From an optimization exercise on the open Yosys and OpenROAD flow, aimed at small area; shortcuts taken in it are not production practice.
Only simulation tests tie the RTL to the original design; equivalence was not proved.

--- flow/run.sh ---
#!/bin/bash
# synth_recipe.tcl (not shown) runs the flow's synth.tcl, then flattens the netlist and writes it again
# the make line also repeats each setting of config.mk as NAME=value (left out here)
make -C /OpenROAD-flow-scripts/flow DESIGN_CONFIG=/design/flow/config.mk WORK_HOME=/design/flow/orfs CLKGATE_MAP_FILE= SYNTH_SCRIPT=/design/flow/synth_recipe.tcl finish
--- flow/config.mk ---
export PLATFORM = sky130hd
export DESIGN_NAME = SystolicArray
export DESIGN_NICKNAME = SystolicArray
export VERILOG_FILES = /design/flow/design.v
export SDC_FILE = /design/flow/constraint.sdc
export NUM_CORES = 4
export LEC_CHECK = 0
export CAP_MARGIN = 20
export CORE_MARGIN = 2
export CORE_UTILIZATION = 45
export PLACE_DENSITY = 0.6
export SLEW_MARGIN = 20
--- flow/constraint.sdc ---
create_clock -name core_clock -period 10.0 [get_ports {clock}]
set_input_delay 2.0000 -clock core_clock [delete_from_list [all_inputs] [get_ports {clock}]]
set_output_delay 2.0000 -clock core_clock [all_outputs]
set_load 0.01 [all_outputs]
--- flow/design.v ---
module PE(
  input         clock,
  input  [15:0] io_inAct,
  input  [39:0] io_inWtPS,
  output [39:0] io_outWtPS,
  output [15:0] io_outAct,
  input         io_inwtValid
);
  reg [15:0] weightReg;  
  reg [15:0] actReg;  
  reg [39:0] parSumReg;  
  wire [31:0] _parSumReg_T = $signed(weightReg) * $signed(actReg);  
  wire [39:0] _GEN_2 = {{8{_parSumReg_T[31]}},_parSumReg_T};  
  wire [39:0] _GEN_0 = io_inwtValid ? $signed(io_inWtPS) : $signed({{24{weightReg[15]}},weightReg});  
  assign io_outWtPS = io_inwtValid ? $signed({{24{weightReg[15]}},weightReg}) : $signed(parSumReg);  
  assign io_outAct = actReg;  
  always @(posedge clock) begin
    weightReg <= _GEN_0[15:0];
    actReg <= io_inAct;  
    parSumReg <= $signed(io_inWtPS) + $signed(_GEN_2);  
  end
endmodule
module SystolicArray(
  input         clock,
  input  [15:0] io_inAct_0,
  input  [15:0] io_inAct_1,
  input  [15:0] io_inAct_2,
  input  [15:0] io_inAct_3,
  input  [15:0] io_inWeight_0,
  input  [15:0] io_inWeight_1,
  input  [15:0] io_inWeight_2,
  input  [15:0] io_inWeight_3,
  output [39:0] io_outSum_0,
  output [39:0] io_outSum_1,
  output [39:0] io_outSum_2,
  output [39:0] io_outSum_3,
  input         io_inwtValid
);
  wire  PEs_0_0_clock;  
  wire [15:0] PEs_0_0_io_inAct;  
  wire [39:0] PEs_0_0_io_inWtPS;  
  wire [39:0] PEs_0_0_io_outWtPS;  
  wire [15:0] PEs_0_0_io_outAct;  
  wire  PEs_0_0_io_inwtValid;  
  wire  PEs_0_1_clock;  
  wire [15:0] PEs_0_1_io_inAct;  
  wire [39:0] PEs_0_1_io_inWtPS;  
  wire [39:0] PEs_0_1_io_outWtPS;  
  wire [15:0] PEs_0_1_io_outAct;  
  wire  PEs_0_1_io_inwtValid;  
  wire  PEs_0_2_clock;  
  wire [15:0] PEs_0_2_io_inAct;  
  wire [39:0] PEs_0_2_io_inWtPS;  
  wire [39:0] PEs_0_2_io_outWtPS;  
  wire [15:0] PEs_0_2_io_outAct;  
  wire  PEs_0_2_io_inwtValid;  
  wire  PEs_0_3_clock;  
  wire [15:0] PEs_0_3_io_inAct;  
  wire [39:0] PEs_0_3_io_inWtPS;  
  wire [39:0] PEs_0_3_io_outWtPS;  
  wire [15:0] PEs_0_3_io_outAct;  
  wire  PEs_0_3_io_inwtValid;  
  wire  PEs_1_0_clock;  
  wire [15:0] PEs_1_0_io_inAct;  
  wire [39:0] PEs_1_0_io_inWtPS;  
  wire [39:0] PEs_1_0_io_outWtPS;  
  wire [15:0] PEs_1_0_io_outAct;  
  wire  PEs_1_0_io_inwtValid;  
  wire  PEs_1_1_clock;  
  wire [15:0] PEs_1_1_io_inAct;  
  wire [39:0] PEs_1_1_io_inWtPS;  
  wire [39:0] PEs_1_1_io_outWtPS;  
  wire [15:0] PEs_1_1_io_outAct;  
  wire  PEs_1_1_io_inwtValid;  
  wire  PEs_1_2_clock;  
  wire [15:0] PEs_1_2_io_inAct;  
  wire [39:0] PEs_1_2_io_inWtPS;  
  wire [39:0] PEs_1_2_io_outWtPS;  
  wire [15:0] PEs_1_2_io_outAct;  
  wire  PEs_1_2_io_inwtValid;  
  wire  PEs_1_3_clock;  
  wire [15:0] PEs_1_3_io_inAct;  
  wire [39:0] PEs_1_3_io_inWtPS;  
  wire [39:0] PEs_1_3_io_outWtPS;  
  wire [15:0] PEs_1_3_io_outAct;  
  wire  PEs_1_3_io_inwtValid;  
  wire  PEs_2_0_clock;  
  wire [15:0] PEs_2_0_io_inAct;  
  wire [39:0] PEs_2_0_io_inWtPS;  
  wire [39:0] PEs_2_0_io_outWtPS;  
  wire [15:0] PEs_2_0_io_outAct;  
  wire  PEs_2_0_io_inwtValid;  
  wire  PEs_2_1_clock;  
  wire [15:0] PEs_2_1_io_inAct;  
  wire [39:0] PEs_2_1_io_inWtPS;  
  wire [39:0] PEs_2_1_io_outWtPS;  
  wire [15:0] PEs_2_1_io_outAct;  
  wire  PEs_2_1_io_inwtValid;  
  wire  PEs_2_2_clock;  
  wire [15:0] PEs_2_2_io_inAct;  
  wire [39:0] PEs_2_2_io_inWtPS;  
  wire [39:0] PEs_2_2_io_outWtPS;  
  wire [15:0] PEs_2_2_io_outAct;  
  wire  PEs_2_2_io_inwtValid;  
  wire  PEs_2_3_clock;  
  wire [15:0] PEs_2_3_io_inAct;  
  wire [39:0] PEs_2_3_io_inWtPS;  
  wire [39:0] PEs_2_3_io_outWtPS;  
  wire [15:0] PEs_2_3_io_outAct;  
  wire  PEs_2_3_io_inwtValid;  
  wire  PEs_3_0_clock;  
  wire [15:0] PEs_3_0_io_inAct;  
  wire [39:0] PEs_3_0_io_inWtPS;  
  wire [39:0] PEs_3_0_io_outWtPS;  
  wire [15:0] PEs_3_0_io_outAct;  
  wire  PEs_3_0_io_inwtValid;  
  wire  PEs_3_1_clock;  
  wire [15:0] PEs_3_1_io_inAct;  
  wire [39:0] PEs_3_1_io_inWtPS;  
  wire [39:0] PEs_3_1_io_outWtPS;  
  wire [15:0] PEs_3_1_io_outAct;  
  wire  PEs_3_1_io_inwtValid;  
  wire  PEs_3_2_clock;  
  wire [15:0] PEs_3_2_io_inAct;  
  wire [39:0] PEs_3_2_io_inWtPS;  
  wire [39:0] PEs_3_2_io_outWtPS;  
  wire [15:0] PEs_3_2_io_outAct;  
  wire  PEs_3_2_io_inwtValid;  
  wire  PEs_3_3_clock;  
  wire [15:0] PEs_3_3_io_inAct;  
  wire [39:0] PEs_3_3_io_inWtPS;  
  wire [39:0] PEs_3_3_io_outWtPS;  
  wire [15:0] PEs_3_3_io_outAct;  
  wire  PEs_3_3_io_inwtValid;  
  reg  validReg;  
  PE PEs_0_0 (  
    .clock(PEs_0_0_clock),
    .io_inAct(PEs_0_0_io_inAct),
    .io_inWtPS(PEs_0_0_io_inWtPS),
    .io_outWtPS(PEs_0_0_io_outWtPS),
    .io_outAct(PEs_0_0_io_outAct),
    .io_inwtValid(PEs_0_0_io_inwtValid)
  );
  PE PEs_0_1 (  
    .clock(PEs_0_1_clock),
    .io_inAct(PEs_0_1_io_inAct),
    .io_inWtPS(PEs_0_1_io_inWtPS),
    .io_outWtPS(PEs_0_1_io_outWtPS),
    .io_outAct(PEs_0_1_io_outAct),
    .io_inwtValid(PEs_0_1_io_inwtValid)
  );
  PE PEs_0_2 (  
    .clock(PEs_0_2_clock),
    .io_inAct(PEs_0_2_io_inAct),
    .io_inWtPS(PEs_0_2_io_inWtPS),
    .io_outWtPS(PEs_0_2_io_outWtPS),
    .io_outAct(PEs_0_2_io_outAct),
    .io_inwtValid(PEs_0_2_io_inwtValid)
  );
  PE PEs_0_3 (  
    .clock(PEs_0_3_clock),
    .io_inAct(PEs_0_3_io_inAct),
    .io_inWtPS(PEs_0_3_io_inWtPS),
    .io_outWtPS(PEs_0_3_io_outWtPS),
    .io_outAct(PEs_0_3_io_outAct),
    .io_inwtValid(PEs_0_3_io_inwtValid)
  );
  PE PEs_1_0 (  
    .clock(PEs_1_0_clock),
    .io_inAct(PEs_1_0_io_inAct),
    .io_inWtPS(PEs_1_0_io_inWtPS),
    .io_outWtPS(PEs_1_0_io_outWtPS),
    .io_outAct(PEs_1_0_io_outAct),
    .io_inwtValid(PEs_1_0_io_inwtValid)
  );
  PE PEs_1_1 (  
    .clock(PEs_1_1_clock),
    .io_inAct(PEs_1_1_io_inAct),
    .io_inWtPS(PEs_1_1_io_inWtPS),
    .io_outWtPS(PEs_1_1_io_outWtPS),
    .io_outAct(PEs_1_1_io_outAct),
    .io_inwtValid(PEs_1_1_io_inwtValid)
  );
  PE PEs_1_2 (  
    .clock(PEs_1_2_clock),
    .io_inAct(PEs_1_2_io_inAct),
    .io_inWtPS(PEs_1_2_io_inWtPS),
    .io_outWtPS(PEs_1_2_io_outWtPS),
    .io_outAct(PEs_1_2_io_outAct),
    .io_inwtValid(PEs_1_2_io_inwtValid)
  );
  PE PEs_1_3 (  
    .clock(PEs_1_3_clock),
    .io_inAct(PEs_1_3_io_inAct),
    .io_inWtPS(PEs_1_3_io_inWtPS),
    .io_outWtPS(PEs_1_3_io_outWtPS),
    .io_outAct(PEs_1_3_io_outAct),
    .io_inwtValid(PEs_1_3_io_inwtValid)
  );
  PE PEs_2_0 (  
    .clock(PEs_2_0_clock),
    .io_inAct(PEs_2_0_io_inAct),
    .io_inWtPS(PEs_2_0_io_inWtPS),
    .io_outWtPS(PEs_2_0_io_outWtPS),
    .io_outAct(PEs_2_0_io_outAct),
    .io_inwtValid(PEs_2_0_io_inwtValid)
  );
  PE PEs_2_1 (  
    .clock(PEs_2_1_clock),
    .io_inAct(PEs_2_1_io_inAct),
    .io_inWtPS(PEs_2_1_io_inWtPS),
    .io_outWtPS(PEs_2_1_io_outWtPS),
    .io_outAct(PEs_2_1_io_outAct),
    .io_inwtValid(PEs_2_1_io_inwtValid)
  );
  PE PEs_2_2 (  
    .clock(PEs_2_2_clock),
    .io_inAct(PEs_2_2_io_inAct),
    .io_inWtPS(PEs_2_2_io_inWtPS),
    .io_outWtPS(PEs_2_2_io_outWtPS),
    .io_outAct(PEs_2_2_io_outAct),
    .io_inwtValid(PEs_2_2_io_inwtValid)
  );
  PE PEs_2_3 (  
    .clock(PEs_2_3_clock),
    .io_inAct(PEs_2_3_io_inAct),
    .io_inWtPS(PEs_2_3_io_inWtPS),
    .io_outWtPS(PEs_2_3_io_outWtPS),
    .io_outAct(PEs_2_3_io_outAct),
    .io_inwtValid(PEs_2_3_io_inwtValid)
  );
  PE PEs_3_0 (  
    .clock(PEs_3_0_clock),
    .io_inAct(PEs_3_0_io_inAct),
    .io_inWtPS(PEs_3_0_io_inWtPS),
    .io_outWtPS(PEs_3_0_io_outWtPS),
    .io_outAct(PEs_3_0_io_outAct),
    .io_inwtValid(PEs_3_0_io_inwtValid)
  );
  PE PEs_3_1 (  
    .clock(PEs_3_1_clock),
    .io_inAct(PEs_3_1_io_inAct),
    .io_inWtPS(PEs_3_1_io_inWtPS),
    .io_outWtPS(PEs_3_1_io_outWtPS),
    .io_outAct(PEs_3_1_io_outAct),
    .io_inwtValid(PEs_3_1_io_inwtValid)
  );
  PE PEs_3_2 (  
    .clock(PEs_3_2_clock),
    .io_inAct(PEs_3_2_io_inAct),
    .io_inWtPS(PEs_3_2_io_inWtPS),
    .io_outWtPS(PEs_3_2_io_outWtPS),
    .io_outAct(PEs_3_2_io_outAct),
    .io_inwtValid(PEs_3_2_io_inwtValid)
  );
  PE PEs_3_3 (  
    .clock(PEs_3_3_clock),
    .io_inAct(PEs_3_3_io_inAct),
    .io_inWtPS(PEs_3_3_io_inWtPS),
    .io_outWtPS(PEs_3_3_io_outWtPS),
    .io_outAct(PEs_3_3_io_outAct),
    .io_inwtValid(PEs_3_3_io_inwtValid)
  );
  assign io_outSum_0 = PEs_3_0_io_outWtPS;  
  assign io_outSum_1 = PEs_3_1_io_outWtPS;  
  assign io_outSum_2 = PEs_3_2_io_outWtPS;  
  assign io_outSum_3 = PEs_3_3_io_outWtPS;  
  assign PEs_0_0_clock = clock;
  assign PEs_0_0_io_inAct = io_inAct_0;  
  assign PEs_0_0_io_inWtPS = {{24{io_inWeight_0[15]}},io_inWeight_0};  
  assign PEs_0_0_io_inwtValid = validReg;  
  assign PEs_0_1_clock = clock;
  assign PEs_0_1_io_inAct = PEs_0_0_io_outAct;  
  assign PEs_0_1_io_inWtPS = {{24{io_inWeight_1[15]}},io_inWeight_1};  
  assign PEs_0_1_io_inwtValid = validReg;  
  assign PEs_0_2_clock = clock;
  assign PEs_0_2_io_inAct = PEs_0_1_io_outAct;  
  assign PEs_0_2_io_inWtPS = {{24{io_inWeight_2[15]}},io_inWeight_2};  
  assign PEs_0_2_io_inwtValid = validReg;  
  assign PEs_0_3_clock = clock;
  assign PEs_0_3_io_inAct = PEs_0_2_io_outAct;  
  assign PEs_0_3_io_inWtPS = {{24{io_inWeight_3[15]}},io_inWeight_3};  
  assign PEs_0_3_io_inwtValid = validReg;  
  assign PEs_1_0_clock = clock;
  assign PEs_1_0_io_inAct = io_inAct_1;  
  assign PEs_1_0_io_inWtPS = PEs_0_0_io_outWtPS;  
  assign PEs_1_0_io_inwtValid = validReg;  
  assign PEs_1_1_clock = clock;
  assign PEs_1_1_io_inAct = PEs_1_0_io_outAct;  
  assign PEs_1_1_io_inWtPS = PEs_0_1_io_outWtPS;  
  assign PEs_1_1_io_inwtValid = validReg;  
  assign PEs_1_2_clock = clock;
  assign PEs_1_2_io_inAct = PEs_1_1_io_outAct;  
  assign PEs_1_2_io_inWtPS = PEs_0_2_io_outWtPS;  
  assign PEs_1_2_io_inwtValid = validReg;  
  assign PEs_1_3_clock = clock;
  assign PEs_1_3_io_inAct = PEs_1_2_io_outAct;  
  assign PEs_1_3_io_inWtPS = PEs_0_3_io_outWtPS;  
  assign PEs_1_3_io_inwtValid = validReg;  
  assign PEs_2_0_clock = clock;
  assign PEs_2_0_io_inAct = io_inAct_2;  
  assign PEs_2_0_io_inWtPS = PEs_1_0_io_outWtPS;  
  assign PEs_2_0_io_inwtValid = validReg;  
  assign PEs_2_1_clock = clock;
  assign PEs_2_1_io_inAct = PEs_2_0_io_outAct;  
  assign PEs_2_1_io_inWtPS = PEs_1_1_io_outWtPS;  
  assign PEs_2_1_io_inwtValid = validReg;  
  assign PEs_2_2_clock = clock;
  assign PEs_2_2_io_inAct = PEs_2_1_io_outAct;  
  assign PEs_2_2_io_inWtPS = PEs_1_2_io_outWtPS;  
  assign PEs_2_2_io_inwtValid = validReg;  
  assign PEs_2_3_clock = clock;
  assign PEs_2_3_io_inAct = PEs_2_2_io_outAct;  
  assign PEs_2_3_io_inWtPS = PEs_1_3_io_outWtPS;  
  assign PEs_2_3_io_inwtValid = validReg;  
  assign PEs_3_0_clock = clock;
  assign PEs_3_0_io_inAct = io_inAct_3;  
  assign PEs_3_0_io_inWtPS = PEs_2_0_io_outWtPS;  
  assign PEs_3_0_io_inwtValid = validReg;  
  assign PEs_3_1_clock = clock;
  assign PEs_3_1_io_inAct = PEs_3_0_io_outAct;  
  assign PEs_3_1_io_inWtPS = PEs_2_1_io_outWtPS;  
  assign PEs_3_1_io_inwtValid = validReg;  
  assign PEs_3_2_clock = clock;
  assign PEs_3_2_io_inAct = PEs_3_1_io_outAct;  
  assign PEs_3_2_io_inWtPS = PEs_2_2_io_outWtPS;  
  assign PEs_3_2_io_inwtValid = validReg;  
  assign PEs_3_3_clock = clock;
  assign PEs_3_3_io_inAct = PEs_3_2_io_outAct;  
  assign PEs_3_3_io_inWtPS = PEs_2_3_io_outWtPS;  
  assign PEs_3_3_io_inwtValid = validReg;  
  always @(posedge clock) begin
    validReg <= io_inwtValid;  
  end
endmodule
==> results.txt <==
==> flip-flops by register name (all words and copies together), names as in the netlist, 33 cells and up <==
signal             cells
PEs_0_0.parSumReg     33
PEs_1_0.parSumReg     40
PEs_1_1.parSumReg     40
PEs_1_3.parSumReg     40
PEs_0_3.parSumReg     33
PEs_3_2.parSumReg     40
PEs_2_2.parSumReg     40
PEs_3_0.parSumReg     40
PEs_3_3.parSumReg     40
PEs_3_1.parSumReg     40
PEs_2_3.parSumReg     40
PEs_0_2.parSumReg     33
PEs_0_1.parSumReg     33
PEs_1_2.parSumReg     40
PEs_2_1.parSumReg     40
PEs_2_0.parSumReg     40
==> worst min path at each step <==
stage | end | from
CTS | PEs_2_3.actReg[15]$_DFF_P_ | PEs_2_2.actReg[15]$_DFF_P_
floorplan | PEs_1_1.actReg[15]$_DFF_P_ | PEs_1_0.actReg[15]$_DFF_P_
global route | PEs_2_3.actReg[15]$_DFF_P_ | PEs_2_2.actReg[15]$_DFF_P_
global placement | PEs_2_3.actReg[15]$_DFF_P_ | PEs_2_2.actReg[15]$_DFF_P_
finish | PEs_2_3.actReg[15]$_DFF_P_ | PEs_2_2.actReg[15]$_DFF_P_
detailed placement | PEs_2_3.actReg[15]$_DFF_P_ | PEs_2_2.actReg[15]$_DFF_P_
==> routing by layer <==
| metal | global-route usage (%) | vias up |
|---|---|---|
| met4 | 6.357 | 14 |
| met1 | 30.97 | 75213 |
| met5 | 0 | - |
| met3 | 2.634 | 760 |
| met2 | 40.00 | 3391 |
| li1 | - | 65707 |
==> layout make-up <==
| cell class | count | area share [%] |
|---|---|---|
| repair buffers | 386 | 1.584 |
| flip-flops and latches | 1125 | 10.83 |
| clock buffers | 202 | 1.939 |
| multi-input cells | 14384 | 71.31 |
| inverters | 6442 | 10.44 |
| clock inverters | 93 | 0.4368 |
| diodes | 12 | 0.01296 |
| well taps | 6400 | 3.456 |
==> per-stage QoR <==
stage / hold slack (ns) / setup slack (ns) / cell area (sq um) / utilization [%]
final: 0.4305 / 1.803 / 231700 / 48.35
after detailed placement: 0.4647 / 1.606 / 226200 / 47.20
after global routing: 0.4640 / 1.301 / 231700 / 48.35
after floorplan: 0.3514 / 0.8888 / 216900 / -
after CTS: 0.4606 / 1.784 / 231700 / 48.34
after global placement: 0.4715 / 1.570 / 226200 / 47.19
==> logic make-up (layout without fill, tap and decap cells) <==
kind of cell,Yosys count,after routing,share of synthesized area [%]
simple gates,5062,5062,11.30
fa+ha+maj,6724,6724,56.22
compound gates,1804,1804,5.158
flops,1125,1125,11.56
other cells,0,12,0
mux,245,245,1.269
xor+xnor,549,549,2.217
buf+inv,7088,7123,12.27
==> cells in the mapped netlist, drive strengths merged (98+ instances only) <==
cell type	instances	area [sq um]
mux2	240	2703
edfxtp	256	7687
a21oi	434	2176
clkbuf	634	2381
inv	6442	24180
dfxtp	869	17400
nand2b	108	675.7
o21a	98	735.7
o21ai	612	3063
ha	1684	21070
xor2	119	1042
a21o	210	1577
xnor2	430	3766
fa	5040	100900
and2	1757	10990
nor2	488	1832
nand2	2328	8738
==> worst reg2reg max path, stage by stage (launching register included) <==
cell      delay [ns]
dfxtp_4         0.98
buf_12          0.51
nand2_1         0.81
o21a_1          0.30
fa_1            0.53
inv_1           0.05
fa_1            0.53
fa_1            0.45
fa_1            0.54
inv_1           0.05
fa_1            0.47
inv_1           0.04
ha_1            0.35
nand3_1         0.13
o311ai_1        0.84
nand3_1         0.34
a21oi_1         0.75
nor4bb_1        0.15
a211o_1         0.25
==> reports/results.txt <==
Buffer depth of the longest clock path: 4. The total CTS buffers came out at 161. The count of final max-slew check failures is 0. By instance count, the cell type seen most on the critical path is fa_1. The most critical setup path has its endpoint at PEs_3_2.parSumReg[37]$_DFF_P_. The synthesized netlist contains 89 unique library cells.

The ratio of cells with drive above 1 in the final layout works out to 2.885%. The placeable core area came out at 479,300 sq um. The via count of the routed design is 145,085. The worst register-to-register path ends at PEs_3_2.parSumReg[37]$_DFF_P_. Post-CTS timing repair inserted 0 buffers for setup. The I/O pin count came out at 290. The endpoint required time on the critical path was 10.79 ns; the final RePlAce weighted congestion was 0.8805. For the hold-fix buffer count after cts, the log shows 0. The site row count is 254.

Worst hold-check path type: register to register. The count of cells in the finished layout, fillers not included, comes to 29,044. At the later pin of the worst-skew pair, clock insertion delay measures 0.92 ns. The H-tree was split into 4 levels. Counting tap cells, the placed design contains a total of 28,737 instances.

The run gives 45,559 as the number of filler instances in the final layout. The library cell used as clock root buffer was clkbuf_16. Counting instances, the worst hold path has a depth of 0. Global routing consumed, over all layers together, 23.18% of the routing resources. The tools report the sum of net half-perimeters after detailed placement as 443,700 um.

The logs give 11.56% for the register area share after synthesis and 0.05754 ns for the worst setup skew after layout. The floorplan step defined a die boundary enclosing 487,600 sq um. The post-synthesis average cell area is 9.600 sq um, and the actual slew at the worst max-slew pin is 1.187 ns. Setup repair after global routing left no endpoint under its margin. In the synthesized netlist the async set-or-reset flop fraction comes to 0%. Using the TritonRoute via totals, the vias-per-cell ratio works out to 4.995. The total of buffers placed on input and output ports was 289; the reported max-cap violation count was 0. The family with the most delay on the worst path was adder cells. Once detail routing completed, the nets flagged for antenna violations numbered 0. The worst register-to-register path begins at validReg$_DFF_P_. The synthesized netlist occupies a cell area of 216,900 sq um. After the first detailed-routing iteration, the DRC count stood at 7,773.

The top metal layer carrying routed signals is met5. The tools report the net total in the final layout as 29,354. The width of the chip works out to 698.3 um. The critical path crosses 18 cells after its start point. Entering global routing, the biggest net connects 114 pins. After detailed routing, the met2 layer carries 266,000 um of wire. STA classifies the critical path endpoint as a register. The number of instances in the synthesized netlist is 22,597, and the number of cells traversed by the worst register-to-register path is 18. The number of endpoints with negative hold slack in the final report came out at 0.

Across all register-to-register paths, the minimum setup slack is 1.80 ns. The detailed router put a total of 239,700 um of wire on met1. The most common library cell in the layout ignoring fill and taps was inv_1. The run gives 0 as the count of final setup violators.

The worst path uses 81.97% of the clock period. On the worst path, the slowest cell contributes a delay of 0.98 ns. The clock slew at the register clock pins of the worst setup and hold paths came out at 0.07 ns. In this run the worst path has a maximum fanout of 86.

The number of gates resized after CTS was 0. The arrival time of the worst setup path is 8.98 ns, and the sum of buffers and inverters on the critical path is 4. The tools report the highest clock frequency the design can meet as 122.0 MHz. The number of enable-type register cells in the synthesized netlist came out at 256.

The sum of negative setup slack was 0 ns. The multi-input gate area in the final layout was 165,200 sq um; the routed wire length per instance was 18.87 um. The run finished with no timing, DRC or antenna violations. TritonCTS built the clock tree.

The number of clock sinks was 1,125. STA classifies the critical path startpoint as a register. Synthesis produced a netlist with a net count of 29,451. The normalized max-slew margin is 20.75%, and the count of warnings emitted by yosys is 2. For this block, the routed nets add up to 548,000 um of wire. The count of unresolved DRC violations after routing is 0.

The worst setup path category is register to register. The via count of the first global-routing pass is 162,338, and the starting density of the core is 45.26%. Leaving out fill and tap cells, the most frequent cells in the layout are 6,442 x inv_1, 5,040 x fa_1, 2,328 x nand2_1. The slowest stage of the critical path is the dfxtp_4 cell.

For this run, the detailed router's first-pass iteration total came to 6. The vertical die dimension works out to 698.3 um. After global routing the overflow that remains totals 0. For the number of antenna violations at the first check in global routing, the log shows 25.

After synthesis the netlist holds a flip-flop and latch count of 1,125. The register cell area after layout was 25,090 sq um; the final critical path time including I/O delays and setup was 8.197 ns. From synthesis to final layout, the design area changed by 6.817%.

Wire segments on met3 add up to 25,840 um in the final route. The first global-routing pass estimated 895,800 um of wire. Dominant register cell in the synthesized netlist: dfxtp_1. The critical path goes through buf_12 -> nand2_1 -> o21a_1 -> fa_1 -> inv_1 -> fa_1 -> fa_1 -> fa_1 -> inv_1 -> fa_1 -> inv_1 -> ha_1 -> nand3_1 -> o311ai_1 -> nand3_1 -> a21oi_1 -> nor4bb_1 -> a211o_1. The most critical setup path has its startpoint at validReg$_DFF_P_.

## what the ideal ports hide
No port has a modelled driver above. Below, the same layout with a new extraction and two added sets of constraints. Step 1, drivers: a clkbuf_16 drives clock and a buf_2 each remaining input, both assumed. Step 2 adds t to the input delays and takes it off the output delays; t is the mean of the earliest and latest rising clock arrival at the registers after step 1. Input paths then give back, and output paths get back, about the clock's delay inside the block. Slacks: ideal ports / drivers / drivers and shift; pairs: ideal ports / drivers.
shift t [ns]: 1.027
setup slack, ns: 1.803 / 1.803 / 1.574
clock arrival spread, ns: 0.064 / 0.064
worst data-port slew with drivers (ns): 0.15
cell pins on the clock port's net: 1
After both steps setup and hold are still met in this run. The setup slack of this run moves by 0.000 ns with the drivers and by -0.229 ns with both steps.
